This is an optimization exercise on Yosys and OpenROAD, whose aim is small area, not a production implementation. In this exercise RTL edits were held to simulation tests only and were not proved equivalent to the original. The flow treats the clock pin as an ideal source. Dropping or thinning the clock tree relies on that and would not hold on a real chip. No activity file was given, so power comes from the tool's default toggle rates.

==> job 6361: inputs <==
==> flow/design.v <==
module GameManager(
    input clk_2,
    input botton_1,
    input botton_2,
    input botton_3,
    input botton_4,
    input botton_5,
    input botton_6,
    input botton_7,
    input botton_8,
    input dip1,
    input dip2,
    input dip3,
    input dip_rst,
    input dip_clk,
    output led_1,
    output led_2,
    output led_3,
    output led_4,
    output led_5,
    output led_6,
    output led_7,
    output led_8,
    output [7:0] SEG_COM,
    output [7:0] SEG_DATA
);
    wire rs = dip_rst;
    wire en = ~dip_clk;
    wire [7:0] btn = {botton_8, botton_7, botton_6, botton_5,
                      botton_4, botton_3, botton_2, botton_1};
    reg [5:0] count2;
    reg clk10;
    always @(posedge clk_2) begin
        if (dip_clk | rs) begin
            count2 <= 6'd0;
            clk10 <= 1'b0;
        end else if (count2[5] & count2[4] & count2[0]) begin    
            count2 <= 6'd0;
            clk10 <= ~clk10;
        end else
            count2 <= count2 + 6'd1;
    end
    wire tick = clk10 & (count2 == 6'd0);
    reg [1:0] L;
    reg [2:0] k;
    reg grst, hold;
    wire dip_on = dip1 | dip2 | dip3;
    wire k_one = (k == 3'b001) | (k == 3'b010) | (k == 3'b100);
    always @(posedge clk_2) begin
        if (rs) begin
            grst <= 1'b0;
            hold <= 1'b1;
            L <= 2'd0;
            k <= 3'b000;
        end else if (en) begin
            if (dip_on)
                k <= k | {dip3, dip2, dip1};
            else if (hold) begin
                grst <= 1'b0;
                hold <= 1'b0;
            end else begin
                grst <= 1'b1;
                if (k_one & (L == 2'd0))
                    L <= {k[1] | k[2], k[0] | k[2]};
                k <= 3'b000;
            end
        end
    end
    wire [3:0] max = {L, 2'b11};
    reg [3:0] c;
    reg iend;
    wire lrst = (c != 4'd9);
    wire rr = grst & lrst;
    always @(posedge clk_2) begin
        if (rs)
            c <= 4'd4;
        else if (en) begin
            if (!grst)
                c <= 4'd4;
            else if (c == 4'd9)
                c <= 4'd0;
            else if (c < 4'd4)
                c <= c + 4'd1;
            else if (iend)
                c <= c + 4'd1;
        end
    end
    reg [3:0] rc;     
    reg [3:0] acd;    
    reg mm, cur;      
    wire win = ~mm & cur;
    wire game_end = rc[3] & rc[1];
    always @(posedge clk_2) begin
        if (rs) begin
            rc <= 4'd0;
            acd <= 4'd0;
        end else if (en & grst & iend & (c == 4'd8)) begin
            rc <= rc + 4'd1;
            acd <= acd + {3'd0, win};
        end
    end
    reg [19:0] count;
    always @(posedge clk_2) begin
        if (rs) count <= 20'd0;
        else count <= count + 20'b11001001101001001111;
    end
    wire lvs = dip_on | iend;
    reg inp_q;
    always @(posedge clk_2) begin
        if (rs) inp_q <= 1'b0;
        else inp_q <= lvs;
    end
    wire [15:0] P = count[15:0] ^ count[19:4];
    wire [17:0] rdn;
    assign rdn[0]  = P[0] ^ P[5];
    assign rdn[1]  = P[1] ^ P[6];
    assign rdn[2]  = P[2] ^ P[7];
    assign rdn[3]  = P[3] ^ P[8] ^ count[0];
    assign rdn[4]  = P[4] ^ P[9] ^ count[1];
    assign rdn[5]  = P[5] ^ P[10] ^ count[2];
    assign rdn[6]  = P[6] ^ P[11] ^ count[3];
    assign rdn[7]  = P[7] ^ P[12] ^ P[0];
    assign rdn[8]  = P[8] ^ P[13] ^ P[1];
    assign rdn[9]  = P[9] ^ P[14] ^ P[2];
    assign rdn[10] = P[10] ^ P[15] ^ P[3];
    assign rdn[11] = P[11] ^ P[4] ^ count[16];
    assign rdn[12] = P[12] ^ P[5] ^ count[17];
    assign rdn[13] = P[13] ^ P[6] ^ count[18];
    assign rdn[14] = P[14] ^ P[7] ^ count[19];
    assign rdn[15] = P[15] ^ P[8];
    assign rdn[16] = P[5] ^ count[0] ^ count[16];
    assign rdn[17] = P[6] ^ count[1] ^ count[17];
    reg [17:0] RD;
    always @(posedge clk_2) begin
        if (!rs & lvs & ~inp_q) RD <= rdn;
    end
    wire pen = (L != 2'd0) & (c != 4'd3);
    reg enq;
    reg [17:0] D;
    wire cap = pen & ~enq;
    always @(posedge clk_2) begin
        if (rs) enq <= 1'b0;
        else enq <= pen;
        if (!rs & rr & cap) D <= RD;
    end
    wire pge = enq & (c >= 4'd4) & (c <= 4'd8);
    wire ppen = pge & ~game_end;
    reg [4:0] T;
    always @(posedge clk_2) begin
        if (rs | ~ppen) T <= 5'd0;
        else if (tick) T <= T + 5'd1;
    end
    wire clkp = ppen & ((L == 2'd3) ? T[2] : (L == 2'd2) ? T[3] : (L == 2'd1) ? T[4] : 1'b0);
    reg clk_q;
    always @(posedge clk_2) begin
        if (rs) clk_q <= 1'b0;
        else clk_q <= clkp;
    end
    wire step = clkp & ~clk_q;
    reg [5:0] s;
    reg pend;
    wire s_last = (s == {1'b0, max, 1'b0});
    wire [2:0] w = D[s[4:1] +: 3];
    reg [7:0] b;
    reg [2:0] tmp;
    reg load;
    wire inp_bt = |btn;
    wire b_one = (b != 8'd0) & ((b & (b - 8'd1)) == 8'd0);
    wire verify = pend & b_one & ~iend;
    wire [2:0] benc = {b[4] | b[5] | b[6] | b[7], b[2] | b[3] | b[6] | b[7], b[1] | b[3] | b[5] | b[7]};
    wire match = (tmp == w);
    wire freeze = (c > 4'd5);
    always @(posedge clk_2) begin
        if (rs | ~rr) begin
            s <= 6'd59;
            pend <= 1'b0;
            b <= 8'd0;
            load <= 1'b0;
            iend <= 1'b0;
            mm <= 1'b0;
            cur <= 1'b1;
        end else begin
            if (step & ~pend) begin
                if (s_last) begin
                    pend <= 1'b1;
                    s <= 6'd62;
                end else
                    s <= s + 6'd1;
            end
            if (en) begin
                if (inp_bt)
                    b <= b | btn;
                else begin
                    b <= 8'd0;
                    if (verify) begin
                        tmp <= benc;
                        if (!s_last) begin
                            s <= s + 6'd2;
                            load <= 1'b1;
                            mm <= mm | ~(load ? match : cur);
                        end
                    end else
                        load <= 1'b0;
                    if (pend & s_last)
                        iend <= 1'b1;
                    if (load & ~freeze)
                        cur <= match;
                end
            end
        end
    end
    wire on = ~pend & ~s[5] & ~s[0];
    assign {led_8, led_7, led_6, led_5, led_4, led_3, led_2, led_1} = on ? (8'd1 << w) : 8'd0;
    reg [2:0] cnt;
    reg started;
    always @(posedge clk_2) begin
        if (rs) begin
            cnt <= 3'd0;
            started <= 1'b0;
        end else if (en) begin
            cnt <= cnt + 3'd1;
            started <= 1'b1;
        end
    end
    wire [3:0] v = acd;
    wire v1 = (v == 4'd1), v2 = (v == 4'd2), v4 = (v == 4'd4), v5 = (v == 4'd5);
    wire v6 = (v == 4'd6), v7 = (v == 4'd7), v3 = (v == 4'd3);
    wire v0 = (v == 4'd0) | (v == 4'd10), v8 = (v == 4'd8);
    wire [6:0] seg_t = {~(v1 | v4), ~(v5 | v6), ~v2, ~(v1 | v4 | v7),
                        v0 | v2 | v6 | v8, ~(v1 | v2 | v3), ~(v0 | v1 | v7)};
    wire hund = acd[3] & acd[1];
    wire [6:0] dig = (cnt == 3'd0) ? (hund ? 7'b0110000 : 7'b1111110) :
                     (cnt == 3'd1) ? seg_t :
                     (cnt == 3'd2) ? 7'b1111110 : 7'b0000000;
    assign SEG_COM = started ? ~(8'd1 << cnt) : 8'd0;
    assign SEG_DATA = started ? {dig, 1'b0} : 8'd0;
endmodule
==> flow/run.sh <==
#!/bin/bash
# synth_recipe.tcl (not shown) runs the flow's synth.tcl, then flattens the netlist and writes it again
# the make line also repeats each setting of config.mk as NAME=value (left out here)
make -C /OpenROAD-flow-scripts/flow DESIGN_CONFIG=/design/flow/config.mk WORK_HOME=/design/flow/orfs CLKGATE_MAP_FILE= SYNTH_SCRIPT=/design/flow/synth_recipe.tcl finish
==> flow/config.mk <==
export PLATFORM = sky130hd
export DESIGN_NAME = GameManager
export DESIGN_NICKNAME = GameManager
export VERILOG_FILES = /design/flow/design.v
export SDC_FILE = /design/flow/constraint.sdc
export NUM_CORES = 4
export LEC_CHECK = 0
export CAP_MARGIN = 20
export CORE_MARGIN = 2
export CORE_UTILIZATION = 40
export CTS_BUF_LIST = sky130_fd_sc_hd__clkbuf_4
export SLEW_MARGIN = 20
==> flow/constraint.sdc <==
create_clock -name core_clock -period 10.0 [get_ports {clk_2}]
set_input_delay 2.0000 -clock core_clock [delete_from_list [all_inputs] [get_ports {clk_2}]]
set_output_delay 2.0000 -clock core_clock [all_outputs]
set_load 0.01 [all_outputs]
==> job 2590 (differences from job 6361) <==
==> flow/flow/run.sh (new file) <==
#!/bin/bash
# Own layout flow: the standard flow (standard.sh) with three changes:
#  * synthesis maps the logic with an area-oriented ABC script (flow/my_synth.tcl,
#    flow/abc_area.script); everything else in synthesis is the standard flow's
#  * the port buffers are sky130_fd_sc_hd__buf_1 (every port still gets one)
#  * clock tree synthesis uses clkbuf_4 buffers and inserts no dummy loads
# Each tool's full output goes to the ORFS logs (orfs/logs/...) and to
# flow_make.log / flow_def.log in this folder.
set -euo pipefail
W=$(pwd)
export MY_ABC_SCRIPT="$W/flow/abc_area.script"
export BUFFER_PORTS_ARGS="-buffer_cell sky130_fd_sc_hd__buf_1"
export CTS_ARGS="-sink_clustering_enable -repair_clock_nets -dont_use_dummy_load -buf_list sky130_fd_sc_hd__clkbuf_4"
# standard.sh with the synthesis script swapped for flow/my_synth.tcl
sed "s#SYNTH_SCRIPT=[^ ]*#SYNTH_SCRIPT=$W/flow/my_synth.tcl#" standard.sh > my_standard.sh
grep -q "SYNTH_SCRIPT=$W/flow/my_synth.tcl" my_standard.sh
bash my_standard.sh finish > flow_make.log 2>&1 || { tail -50 flow_make.log; exit 1; }
test -s out/final.def
==> flow/flow/abc_area.script (new file) <==
strash
&get -n
&fraig -x
&put
scorr
dc2
strash
&get -n
&dch -f
&nf
&put
==> flow/flow/my_synth.tcl (new file) <==
# The standard synthesis (synth_recipe.tcl), with one change: ABC maps the
# logic with flow/abc_area.script (an area-oriented script) in place of ORFS's
# abc_speed.script. Registers are mapped before ABC runs, so they are the
# standard synthesis's registers, with the same names and cells.
proc synth {args} { yosys synth -nofsm -noshare {*}$args }
proc abc {args} {
  set i [lsearch -exact $args -script]
  if {$i >= 0} { lset args [expr {$i + 1}] $::env(MY_ABC_SCRIPT) }
  yosys abc {*}$args
}
source $::env(SCRIPTS_DIR)/synth.tcl
# left out here: clear keep_hierarchy, flatten, clean up, hide names made inside functions, write 1_2_yosys.v
==> flow/standard.sh (new file) <==
#!/bin/bash
# synth_recipe.tcl (not shown) runs the flow's synth.tcl, then flattens the netlist and writes it again
# the make line also repeats each setting of config.mk as NAME=value (left out here)
make -C /OpenROAD-flow-scripts/flow DESIGN_CONFIG=/design/flow/config.mk WORK_HOME=/design/flow/orfs CLKGATE_MAP_FILE= SYNTH_SCRIPT=/design/flow/synth_recipe.tcl "${@:-finish}"
CTS_BUF_LIST = not set   (was sky130_fd_sc_hd__clkbuf_4)
removed: flow/run.sh
==> comparison table <==
|  | job 6361 | job 2590 |
|---|---|---|
| Final net count | 680 | 659 |
| RePlAce Congestion | 0.839 | 0.835 |
| Hold-critical path endpoint | D[8] | D[17] |
| Routed length on met2 | 5.69 mm | 5.35 mm |
| Outcome | no timing/DRC/antenna violations | no timing/DRC/antenna violations |
| Maximum ir drop on the vdd rail | 0.0000789 V | 0.0000967 V |
| CP peak stage delay | 980 ps | 890 ps |
| Power drawn by the clock network | 0.332 mW | 0.215 mW |
| Layout overhead on the synthesized area | 11.9% | 9.10% |
| Pleak | 2.46 nW | 2.14 nW |
| Max-slew headroom | 34.1% | 34.0% |
| Mean Syn Cell Area | 9.81 um^2 | 9.88 um^2 |
| Net Count, Synth | 661 | 602 |
| Post-synthesis share of cell area spent on xor and xnor gates | 12.3% | 11.0% |
| Total wirelength of the detailed-routed design | 11.7 mm | 11.0 mm |
| Cell Area, Synth | 6190 um^2 | 5650 um^2 |
| Count of inserted antenna diode cells | 1 | 0 |
| Actual transition at the worst max-transition pin | 987 ps | 981 ps |
| Basic-gate share of the synthesized area counting and, or, nand and nor cells | 17.3% | 18.9% |
| Pwr per Cell Area | 161 nW/um^2 | 150 nW/um^2 |
| Overall fraction of global-route tracks in use | 15.1% | 15.6% |
| Antenna violations before repair | 1 | 0 |
| Internal power | 0.815 mW | 0.681 mW |
| Count of cell types in the netlist | 71 | 52 |
| Initial Util | 40.9% | 40.9% |
| Inverter count of the layout excluding clock inverters | 20 | 18 |
| Maximum number of pins on one net before global-route repair | 57 | 52 |

========
==> tundra <==
GameManager, a different RTL version from the one above (not shown whole).
clock: 10.0 ns
lec_check: 0
cap_margin: 20
core_margin: 2
core_utilization: 40
slew_margin: 20
standard.sh (not shown) runs the stock make flow with config.mk's settings and CLKGATE_MAP_FILE= SYNTH_SCRIPT=/design/flow/synth_recipe.tcl, a recipe that flattens the netlist after the stock synthesis.
==> flow/flow/run.sh <==
#!/bin/bash
# Own layout flow: the standard flow (standard.sh) with these changes:
#  * synthesis maps the logic with an area-oriented ABC script (flow/my_synth.tcl,
#    flow/abc_area.script); everything else in synthesis is the standard flow's
#  * the port buffers are sky130_fd_sc_hd__buf_1 (every port still gets one)
#  * the clock tree is one level of clock buffers made by flow/my_cts.tcl in
#    place of ORFS's CTS step
# Each tool's full output goes to the ORFS logs (orfs/logs/...) and to the
# flow_*.log files in this folder.
set -euo pipefail
W=$(pwd)
export MY_ABC_SCRIPT="$W/flow/abc_area.script"
export BUFFER_PORTS_ARGS="-buffer_cell sky130_fd_sc_hd__buf_1"
# standard.sh with the synthesis script swapped for flow/my_synth.tcl
sed "s#SYNTH_SCRIPT=[^ ]*#SYNTH_SCRIPT=$W/flow/my_synth.tcl#" standard.sh > my_standard.sh
grep -q "SYNTH_SCRIPT=$W/flow/my_synth.tcl" my_standard.sh
bash my_standard.sh place > flow_make_place.log 2>&1 || { tail -50 flow_make_place.log; exit 1; }
RESULTS_DIR="$W/orfs/results/sky130hd/GameManager/base" PLATFORM_DIR="$FLOW_HOME/platforms/sky130hd" \
  MY_CTS_NBUF=4 MY_CTS_BUF=sky130_fd_sc_hd__clkbuf_16 \
  openroad -no_init -exit "$W/flow/my_cts.tcl" > flow_cts.log 2>&1 || { tail -50 flow_cts.log; exit 1; }
bash my_standard.sh finish > flow_make_finish.log 2>&1 || { tail -50 flow_make_finish.log; exit 1; }
test -s out/final.def
==> flow/flow/my_cts.tcl <==
set res $::env(RESULTS_DIR)
set plat $::env(PLATFORM_DIR)
read_liberty $plat/lib/sky130_fd_sc_hd__tt_025C_1v80.lib
read_db $res/3_place.odb
read_sdc $res/3_place.sdc
source $plat/setRC.tcl

set nbuf $::env(MY_CTS_NBUF)
set bufm $::env(MY_CTS_BUF)
set db [ord::get_db]
set block [ord::get_db_block]
set master [$db findMaster $bufm]
set clk [$block findNet clk_2]

# the flip-flop clock pins on the clock net
set sinks {}
foreach it [$clk getITerms] {
  set inst [$it getInst]
  lassign [$inst getLocation] x y
  set m [$inst getMaster]
  set x [expr {$x + [$m getWidth] / 2}]
  set y [expr {$y + [$m getHeight] / 2}]
  lappend sinks [list $it $x $y]
}
puts "clock sinks: [llength $sinks]"

# k-means, started from sinks spread along the sorted x+y order
set sorted [lsort -real -index 0 [lmap s $sinks {list [expr {[lindex $s 1] + [lindex $s 2]}] $s}]]
set n [llength $sorted]
set cx {}; set cy {}
for {set k 0} {$k < $nbuf} {incr k} {
  set s [lindex [lindex $sorted [expr {int(($k + 0.5) * $n / $nbuf)}]] 1]
  lappend cx [lindex $s 1]; lappend cy [lindex $s 2]
}
for {set iter 0} {$iter < 50} {incr iter} {
  set asg {}
  foreach s $sinks {
    set best 0; set bd 1e30
    for {set k 0} {$k < $nbuf} {incr k} {
      set d [expr {abs([lindex $s 1] - [lindex $cx $k]) + abs([lindex $s 2] - [lindex $cy $k])}]
      if {$d < $bd} { set bd $d; set best $k }
    }
    lappend asg $best
  }
  set sx [lrepeat $nbuf 0.0]; set sy [lrepeat $nbuf 0.0]; set sn [lrepeat $nbuf 0]
  foreach s $sinks a $asg {
    lset sx $a [expr {[lindex $sx $a] + [lindex $s 1]}]
    lset sy $a [expr {[lindex $sy $a] + [lindex $s 2]}]
    lset sn $a [expr {[lindex $sn $a] + 1}]
  }
  for {set k 0} {$k < $nbuf} {incr k} {
    if {[lindex $sn $k] > 0} {
      lset cx $k [expr {[lindex $sx $k] / [lindex $sn $k]}]
      lset cy $k [expr {[lindex $sy $k] / [lindex $sn $k]}]
    }
  }
}
puts "cluster sizes: $sn"

set src $clk
if {[info exists ::env(MY_CTS_ROOT)] && $::env(MY_CTS_ROOT) ne ""} {
  set rinst [odb::dbInst_create $block [$db findMaster $::env(MY_CTS_ROOT)] "clkbuf_manual_root"]
  set src [odb::dbNet_create $block "clknet_manual_root"]
  $src setSigType CLOCK
  [$rinst findITerm A] connect $clk
  [$rinst findITerm X] connect $src
  set ax 0.0; set ay 0.0
  foreach s $sinks { set ax [expr {$ax + [lindex $s 1]}]; set ay [expr {$ay + [lindex $s 2]}] }
  $rinst setLocation [expr {int($ax / [llength $sinks])}] [expr {int($ay / [llength $sinks])}]
  $rinst setPlacementStatus PLACED
} elseif {$nbuf > 4} {
  error "the clock port may drive at most 4 buffers"
}
for {set k 0} {$k < $nbuf} {incr k} {
  set inst [odb::dbInst_create $block $master "clkbuf_manual_$k"]
  set net [odb::dbNet_create $block "clknet_manual_$k"]
  $net setSigType CLOCK
  [$inst findITerm A] connect $src
  [$inst findITerm X] connect $net
  foreach s $sinks a $asg {
    if {$a == $k} {
      set it [lindex $s 0]
      $it disconnect
      $it connect $net
    }
  }
  $inst setLocation [expr {int([lindex $cx $k])}] [expr {int([lindex $cy $k])}]
  $inst setPlacementStatus PLACED
}
set_propagated_clock [all_clocks]
detailed_placement
check_placement -verbose
estimate_parasitics -placement
report_clock_skew
report_worst_slack -max
report_worst_slack -min
repair_timing -hold
detailed_placement
check_placement -verbose
estimate_parasitics -placement
report_worst_slack -max
report_worst_slack -min
write_db $res/4_1_cts.odb
write_db $res/4_cts.odb
write_sdc $res/4_cts.sdc
Other scripts of this flow, unchanged in this note and not shown: flow/flow/abc_area.script, flow/flow/my_synth.tcl
==> inputs of willow, as changes to tundra <==
--- a/flow/design.v
+++ b/flow/design.v
@@ -158,36 +158,36 @@
         if (rs) clk_q <= 1'b0;
         else clk_q <= clkp;
     end
     wire step = clkp & ~clk_q;
     reg [5:0] s;
     reg pend;
     wire s_last = (s == {1'b0, max, 1'b1});
-    wire [2:0] w = ~pend ? {D[1], D[0], D[17]} :
-                   (L == 2'd1) ? D[11:9] : (L == 2'd2) ? D[7:5] : D[3:1];
+    wire [2:0] w_show = {D[1], D[0], D[17]};
+    wire [2:0] w = (L == 2'd1) ? D[11:9] : (L == 2'd2) ? D[7:5] : D[3:1];
     reg bv, bm;
     reg [2:0] bi;
-    reg [2:0] tmp;
-    reg load;
+    reg qm, qp;    
     wire inp_bt = |btn;
     wire bl_any = |btn[3:0], bh_any = |btn[7:4];
     wire bl_le1 = ~((btn[0] | btn[1]) & (btn[2] | btn[3])) & ~(btn[0] & btn[1]) & ~(btn[2] & btn[3]);
     wire bh_le1 = ~((btn[4] | btn[5]) & (btn[6] | btn[7])) & ~(btn[4] & btn[5]) & ~(btn[6] & btn[7]);
     wire btn_one = ~(bl_any & bh_any) & bl_le1 & bh_le1;
     wire [2:0] btn_enc = {bh_any, btn[2] | btn[3] | btn[6] | btn[7], btn[1] | btn[3] | btn[5] | btn[7]};
     wire verify = pend & bv & ~bm & ~iend;
-    wire match = (tmp == w);
+    wire match = (bi == w);
+    wire s_end2 = (s[5:2] == {1'b0, L, 1'b1}) & s[0];    
     wire freeze = (c > 4'd5);
     always @(posedge clk_2) begin
         if (rs | ~rr) begin
             s <= 6'd60;
             pend <= 1'b0;
             bv <= 1'b0;
             bm <= 1'b0;
-            load <= 1'b0;
+            qp <= 1'b0;
             iend <= 1'b0;
             mm <= 1'b0;
             cur <= 1'b1;
         end else begin
             if (step & ~pend) begin
                 if (s_last) begin
                     pend <= 1'b1;
@@ -200,34 +200,36 @@
                     bv <= 1'b1;
                     if (!bv) bi <= btn_enc;
                     if (~btn_one | (bv & (btn_enc != bi))) bm <= 1'b1;
                 end else begin
                     bv <= 1'b0;
                     bm <= 1'b0;
                     if (verify) begin
-                        tmp <= bi;
                         if (!s_last) begin
                             s <= s + 6'd2;
-                            load <= 1'b1;
-                            mm <= mm | ~(load ? match : cur);
+                            mm <= mm | ~cur;
+                            cur <= match;
+                        end else begin
+                            qm <= match;
+                            qp <= 1'b1;
                         end
-                    end else
-                        load <= 1'b0;
+                    end else if (qp) begin
+                        qp <= 1'b0;
+                        if (~freeze) cur <= qm;
+                    end
                     if (pend & s_last)
                         iend <= 1'b1;
-                    if (load & ~freeze)
-                        cur <= match;
                 end
             end
         end
     end
-    assign rot = (step & ~pend & ~s[5] & ~s[0]) |
-                 (en & ~inp_bt & verify & ~s_last);
+    assign rot = (step & ~pend & ((~s[5] & ~s[0]) | s_last)) |
+                 (en & ~inp_bt & verify & ~s_end2);
     wire on = ~pend & ~s[5] & s[0];
-    assign {led_8, led_7, led_6, led_5, led_4, led_3, led_2, led_1} = on ? (8'd1 << w) : 8'd0;
+    assign {led_8, led_7, led_6, led_5, led_4, led_3, led_2, led_1} = on ? (8'd1 << w_show) : 8'd0;
     reg [2:0] cnt;
     reg started;
     always @(posedge clk_2) begin
         if (rs) begin
             cnt <= 3'd0;
             started <= 1'b0;
         end else if (en) begin
==> flow/flow/run.sh (replaced) <==
#!/bin/bash
# Own layout flow: the standard flow (standard.sh) with these changes:
#  * synthesis maps the logic with an area-oriented ABC script (flow/my_synth.tcl,
#    flow/abc_area.script); everything else in synthesis is the standard flow's
#  * the port buffers are sky130_fd_sc_hd__buf_1 (every port still gets one)
#  * the clock tree is one level of buffers (4 x buf_12, one per equal-size
#    cluster of flip-flops) made by flow/my_cts.tcl in
#    place of ORFS's CTS step
# Each tool's full output goes to the ORFS logs (orfs/logs/...) and to the
# flow_*.log files in this folder.
set -euo pipefail
W=$(pwd)
export MY_ABC_SCRIPT="$W/flow/abc_area.script"
export BUFFER_PORTS_ARGS="-buffer_cell sky130_fd_sc_hd__buf_1"
# standard.sh with the synthesis script swapped for flow/my_synth.tcl
sed "s#SYNTH_SCRIPT=[^ ]*#SYNTH_SCRIPT=$W/flow/my_synth.tcl#" standard.sh > my_standard.sh
grep -q "SYNTH_SCRIPT=$W/flow/my_synth.tcl" my_standard.sh
bash my_standard.sh place > flow_make_place.log 2>&1 || { tail -50 flow_make_place.log; exit 1; }
RESULTS_DIR="$W/orfs/results/sky130hd/GameManager/base" PLATFORM_DIR="$FLOW_HOME/platforms/sky130hd" \
  MY_CTS_NBUF=4 MY_CTS_BUF=sky130_fd_sc_hd__buf_12 \
  openroad -no_init -exit "$W/flow/my_cts.tcl" > flow_cts.log 2>&1 || { tail -50 flow_cts.log; exit 1; }
bash my_standard.sh finish > flow_make_finish.log 2>&1 || { tail -50 flow_make_finish.log; exit 1; }
test -s out/final.def
--- a/flow/flow/my_cts.tcl
+++ b/flow/flow/my_cts.tcl
@@ -28,29 +28,38 @@
 set sorted [lsort -real -index 0 [lmap s $sinks {list [expr {[lindex $s 1] + [lindex $s 2]}] $s}]]
 set n [llength $sorted]
 set cx {}; set cy {}
 for {set k 0} {$k < $nbuf} {incr k} {
   set s [lindex [lindex $sorted [expr {int(($k + 0.5) * $n / $nbuf)}]] 1]
   lappend cx [lindex $s 1]; lappend cy [lindex $s 2]
 }
-for {set iter 0} {$iter < 50} {incr iter} {
-  set asg {}
+# k-means with equal cluster sizes (at most ceil(n / nbuf) sinks each): each
+# round, sink-cluster pairs are taken nearest first while clusters have room
+set cap [expr {($n + $nbuf - 1) / $nbuf}]
+for {set iter 0} {$iter < 30} {incr iter} {
+  set pairs {}
+  set i 0
   foreach s $sinks {
-    set best 0; set bd 1e30
     for {set k 0} {$k < $nbuf} {incr k} {
-      set d [expr {abs([lindex $s 1] - [lindex $cx $k]) + abs([lindex $s 2] - [lindex $cy $k])}]
-      if {$d < $bd} { set bd $d; set best $k }
+      lappend pairs [list [expr {abs([lindex $s 1] - [lindex $cx $k]) + abs([lindex $s 2] - [lindex $cy $k])}] $i $k]
     }
-    lappend asg $best
+    incr i
   }
-  set sx [lrepeat $nbuf 0.0]; set sy [lrepeat $nbuf 0.0]; set sn [lrepeat $nbuf 0]
+  set asg [lrepeat $n -1]
+  set sn [lrepeat $nbuf 0]
+  foreach p [lsort -real -index 0 $pairs] {
+    lassign $p d i k
+    if {[lindex $asg $i] >= 0 || [lindex $sn $k] >= $cap} { continue }
+    lset asg $i $k
+    lset sn $k [expr {[lindex $sn $k] + 1}]
+  }
+  set sx [lrepeat $nbuf 0.0]; set sy [lrepeat $nbuf 0.0]
   foreach s $sinks a $asg {
     lset sx $a [expr {[lindex $sx $a] + [lindex $s 1]}]
     lset sy $a [expr {[lindex $sy $a] + [lindex $s 2]}]
-    lset sn $a [expr {[lindex $sn $a] + 1}]
   }
   for {set k 0} {$k < $nbuf} {incr k} {
     if {[lindex $sn $k] > 0} {
       lset cx $k [expr {[lindex $sx $k] / [lindex $sn $k]}]
       lset cy $k [expr {[lindex $sy $k] / [lindex $sn $k]}]
     }
   }
==> inputs of fjord, as changes to tundra <==
--- a/flow/design.v
+++ b/flow/design.v
@@ -162,32 +162,32 @@
     reg [5:0] s;
     reg pend;
     wire s_last = (s == {1'b0, max, 1'b1});
     wire [2:0] w = ~pend ? {D[1], D[0], D[17]} :
                    (L == 2'd1) ? D[11:9] : (L == 2'd2) ? D[7:5] : D[3:1];
     reg bv, bm;
     reg [2:0] bi;
-    reg [2:0] tmp;
-    reg load;
+    reg qm, qp;    
     wire inp_bt = |btn;
     wire bl_any = |btn[3:0], bh_any = |btn[7:4];
     wire bl_le1 = ~((btn[0] | btn[1]) & (btn[2] | btn[3])) & ~(btn[0] & btn[1]) & ~(btn[2] & btn[3]);
     wire bh_le1 = ~((btn[4] | btn[5]) & (btn[6] | btn[7])) & ~(btn[4] & btn[5]) & ~(btn[6] & btn[7]);
     wire btn_one = ~(bl_any & bh_any) & bl_le1 & bh_le1;
     wire [2:0] btn_enc = {bh_any, btn[2] | btn[3] | btn[6] | btn[7], btn[1] | btn[3] | btn[5] | btn[7]};
     wire verify = pend & bv & ~bm & ~iend;
-    wire match = (tmp == w);
+    wire match = (bi == w);
+    wire s_end2 = (s[5:2] == {1'b0, L, 1'b1}) & s[0];    
     wire freeze = (c > 4'd5);
     always @(posedge clk_2) begin
         if (rs | ~rr) begin
             s <= 6'd60;
             pend <= 1'b0;
             bv <= 1'b0;
             bm <= 1'b0;
-            load <= 1'b0;
+            qp <= 1'b0;
             iend <= 1'b0;
             mm <= 1'b0;
             cur <= 1'b1;
         end else begin
             if (step & ~pend) begin
                 if (s_last) begin
                     pend <= 1'b1;
@@ -200,32 +200,34 @@
                     bv <= 1'b1;
                     if (!bv) bi <= btn_enc;
                     if (~btn_one | (bv & (btn_enc != bi))) bm <= 1'b1;
                 end else begin
                     bv <= 1'b0;
                     bm <= 1'b0;
                     if (verify) begin
-                        tmp <= bi;
                         if (!s_last) begin
                             s <= s + 6'd2;
-                            load <= 1'b1;
-                            mm <= mm | ~(load ? match : cur);
+                            mm <= mm | ~cur;
+                            cur <= match;
+                        end else begin
+                            qm <= match;
+                            qp <= 1'b1;
                         end
-                    end else
-                        load <= 1'b0;
+                    end else if (qp) begin
+                        qp <= 1'b0;
+                        if (~freeze) cur <= qm;
+                    end
                     if (pend & s_last)
                         iend <= 1'b1;
-                    if (load & ~freeze)
-                        cur <= match;
                 end
             end
         end
     end
-    assign rot = (step & ~pend & ~s[5] & ~s[0]) |
-                 (en & ~inp_bt & verify & ~s_last);
+    assign rot = (step & ~pend & ((~s[5] & ~s[0]) | s_last)) |
+                 (en & ~inp_bt & verify & ~s_end2);
     wire on = ~pend & ~s[5] & s[0];
     assign {led_8, led_7, led_6, led_5, led_4, led_3, led_2, led_1} = on ? (8'd1 << w) : 8'd0;
     reg [2:0] cnt;
     reg started;
     always @(posedge clk_2) begin
         if (rs) begin
             cnt <= 3'd0;
==> flow/flow/run.sh (replaced) <==
#!/bin/bash
# Own layout flow: the standard flow (standard.sh) with these changes:
#  * synthesis maps the logic with an area-oriented ABC script (flow/my_synth.tcl,
#    flow/abc_area.script); everything else in synthesis is the standard flow's
#  * the port buffers are sky130_fd_sc_hd__buf_1 (every port still gets one)
#  * the clock tree is one level of buffers (4 x buf_12, one per equal-size
#    cluster of flip-flops) made by flow/my_cts.tcl in
#    place of ORFS's CTS step
# Each tool's full output goes to the ORFS logs (orfs/logs/...) and to the
# flow_*.log files in this folder.
set -euo pipefail
W=$(pwd)
export MY_ABC_SCRIPT="$W/flow/abc_area.script"
export BUFFER_PORTS_ARGS="-buffer_cell sky130_fd_sc_hd__buf_1"
# standard.sh with the synthesis script swapped for flow/my_synth.tcl
sed "s#SYNTH_SCRIPT=[^ ]*#SYNTH_SCRIPT=$W/flow/my_synth.tcl#" standard.sh > my_standard.sh
grep -q "SYNTH_SCRIPT=$W/flow/my_synth.tcl" my_standard.sh
bash my_standard.sh place > flow_make_place.log 2>&1 || { tail -50 flow_make_place.log; exit 1; }
RESULTS_DIR="$W/orfs/results/sky130hd/GameManager/base" PLATFORM_DIR="$FLOW_HOME/platforms/sky130hd" \
  MY_CTS_NBUF=4 MY_CTS_BUF=sky130_fd_sc_hd__buf_12 \
  openroad -no_init -exit "$W/flow/my_cts.tcl" > flow_cts.log 2>&1 || { tail -50 flow_cts.log; exit 1; }
bash my_standard.sh finish > flow_make_finish.log 2>&1 || { tail -50 flow_make_finish.log; exit 1; }
test -s out/final.def
--- a/flow/flow/my_cts.tcl
+++ b/flow/flow/my_cts.tcl
@@ -28,29 +28,38 @@
 set sorted [lsort -real -index 0 [lmap s $sinks {list [expr {[lindex $s 1] + [lindex $s 2]}] $s}]]
 set n [llength $sorted]
 set cx {}; set cy {}
 for {set k 0} {$k < $nbuf} {incr k} {
   set s [lindex [lindex $sorted [expr {int(($k + 0.5) * $n / $nbuf)}]] 1]
   lappend cx [lindex $s 1]; lappend cy [lindex $s 2]
 }
-for {set iter 0} {$iter < 50} {incr iter} {
-  set asg {}
+# k-means with equal cluster sizes (at most ceil(n / nbuf) sinks each): each
+# round, sink-cluster pairs are taken nearest first while clusters have room
+set cap [expr {($n + $nbuf - 1) / $nbuf}]
+for {set iter 0} {$iter < 30} {incr iter} {
+  set pairs {}
+  set i 0
   foreach s $sinks {
-    set best 0; set bd 1e30
     for {set k 0} {$k < $nbuf} {incr k} {
-      set d [expr {abs([lindex $s 1] - [lindex $cx $k]) + abs([lindex $s 2] - [lindex $cy $k])}]
-      if {$d < $bd} { set bd $d; set best $k }
+      lappend pairs [list [expr {abs([lindex $s 1] - [lindex $cx $k]) + abs([lindex $s 2] - [lindex $cy $k])}] $i $k]
     }
-    lappend asg $best
+    incr i
   }
-  set sx [lrepeat $nbuf 0.0]; set sy [lrepeat $nbuf 0.0]; set sn [lrepeat $nbuf 0]
+  set asg [lrepeat $n -1]
+  set sn [lrepeat $nbuf 0]
+  foreach p [lsort -real -index 0 $pairs] {
+    lassign $p d i k
+    if {[lindex $asg $i] >= 0 || [lindex $sn $k] >= $cap} { continue }
+    lset asg $i $k
+    lset sn $k [expr {[lindex $sn $k] + 1}]
+  }
+  set sx [lrepeat $nbuf 0.0]; set sy [lrepeat $nbuf 0.0]
   foreach s $sinks a $asg {
     lset sx $a [expr {[lindex $sx $a] + [lindex $s 1]}]
     lset sy $a [expr {[lindex $sy $a] + [lindex $s 2]}]
-    lset sn $a [expr {[lindex $sn $a] + 1}]
   }
   for {set k 0} {$k < $nbuf} {incr k} {
     if {[lindex $sn $k] > 0} {
       lset cx $k [expr {[lindex $sx $k] / [lindex $sn $k]}]
       lset cy $k [expr {[lindex $sy $k] / [lindex $sn $k]}]
     }
   }
==> summary.txt <==
tundra completed with no timing, DRC or antenna violations. willow completed without violations. fjord went through all stages and came out clean. First-iteration DRC count, lowest first: fjord, willow, tundra. Global-route usage: willow > tundra > fjord. Clock power: tundra > fjord > willow. Setup slack, lowest first: tundra, willow, fjord. Critical path depth is the same in willow and tundra. Register-to-register slack: willow is lower than tundra (0.03 ns). Core utilization: fjord < tundra < willow. Sequential power: fjord is larger than willow (about 1%). The lowest final area belongs to willow, the highest to tundra. Clock skew: willow < tundra < fjord.
==> figures <==
quantity                                                                    fjord                    willow                    tundra
# placed instances                                                            760                       750                       744
Proportion of synthesized chip area in sequential cells                     49.3%                     49.8%                     50.4%
Grt met1 use                                                                18.8%                     21.3%                     20.3%
Count of nets after finishing                                                 619                       613                       603
Number of rows created at floorplan                                            42                        41                        42
Total via count in the routed design                                         4001                      3910                      3888
Pin count of the biggest net entering global routing                           45                        39                        46
Net switching power figure                                               0.230 mW                  0.206 mW                  0.207 mW
Share of total power consumed by net switching                              26.1%                     24.5%                     24.0%
Proportion of cell area occupied by multi-input gates                       45.4%                     45.0%                     44.1%
Cell repeated most along the worst path                  sky130_fd_sc_hd__nand2_1  sky130_fd_sc_hd__nand2_1                         -
Run status                                       no timing/DRC/antenna violations  no timing/DRC/antenna violations  no timing/DRC/antenna violations
Die ar.                                                               14200 sq um               14100 sq um               14200 sq um
Most frequent cell after synthesis                        sky130_fd_sc_hd__nor2_1   sky130_fd_sc_hd__nor2_1  sky130_fd_sc_hd__dfxtp_1
Number of multi-input combinational cells in the layout                       414                       409                       395
Final worst-path cycle share                                                42.1%                     43.2%                     46.2%
Cell area after layout                                                 5790 sq um                5720 sq um                5810 sq um
Worst Clk Skew                                                          0.0188 ns                0.00929 ns                 0.0128 ns
Routed metal-1 wirelength                                                 4.79 mm                   5.14 mm                   4.94 mm
Global-route wire length before repair                                    17.4 mm                   17.5 mm                   17.4 mm
Met2 track demand over resource                                             26.1%                     23.2%                     24.6%
In every run of this note, the design's own scripts or RTL, not TritonCTS, make the clock network.

[separate check: timing with driven ports]
Ports are ideal in the flow. The routed layouts listed here were re-timed in OpenROAD.
Step 1 sets driving cells, clkbuf_16 on the clock port and buf_2 on the other inputs (assumed; they add their load-dependent delay and slew).
Step 2 moves the port delays by t, midway between the first and last clock arrival at a register: inputs arrive t later, outputs are due t later. That takes back most of the time a late clock gives input paths.
a / b / c = no drivers / after step 1 / after step 2; a / b = the first two.
| run | t, ns | slack for setup (ns) | hold slack, ns |
|---|---|---|---|
| job 6361 | 0.544 | 4.459 / 4.427 / 4.971 | 0.427 / 0.427 / 0.427 |
| job 2590 | 0.510 | 4.832 / 4.798 / 5.308 | 0.390 / 0.390 / 0.390 |
| tundra | 0.242 | 5.375 / 5.434 / 5.192 | 0.468 / 0.468 / 0.468 |
| willow | 0.231 | 5.680 / 5.750 / 5.519 | 0.452 / 0.452 / 0.452 |
| fjord | 0.225 | 5.790 / 5.743 / 5.631 | 0.463 / 0.463 / 0.463 |
After both steps every run listed still meets setup and hold. The setup slack of tundra, which loses most, moves by +0.059 ns with the drivers and by -0.183 ns with both steps.
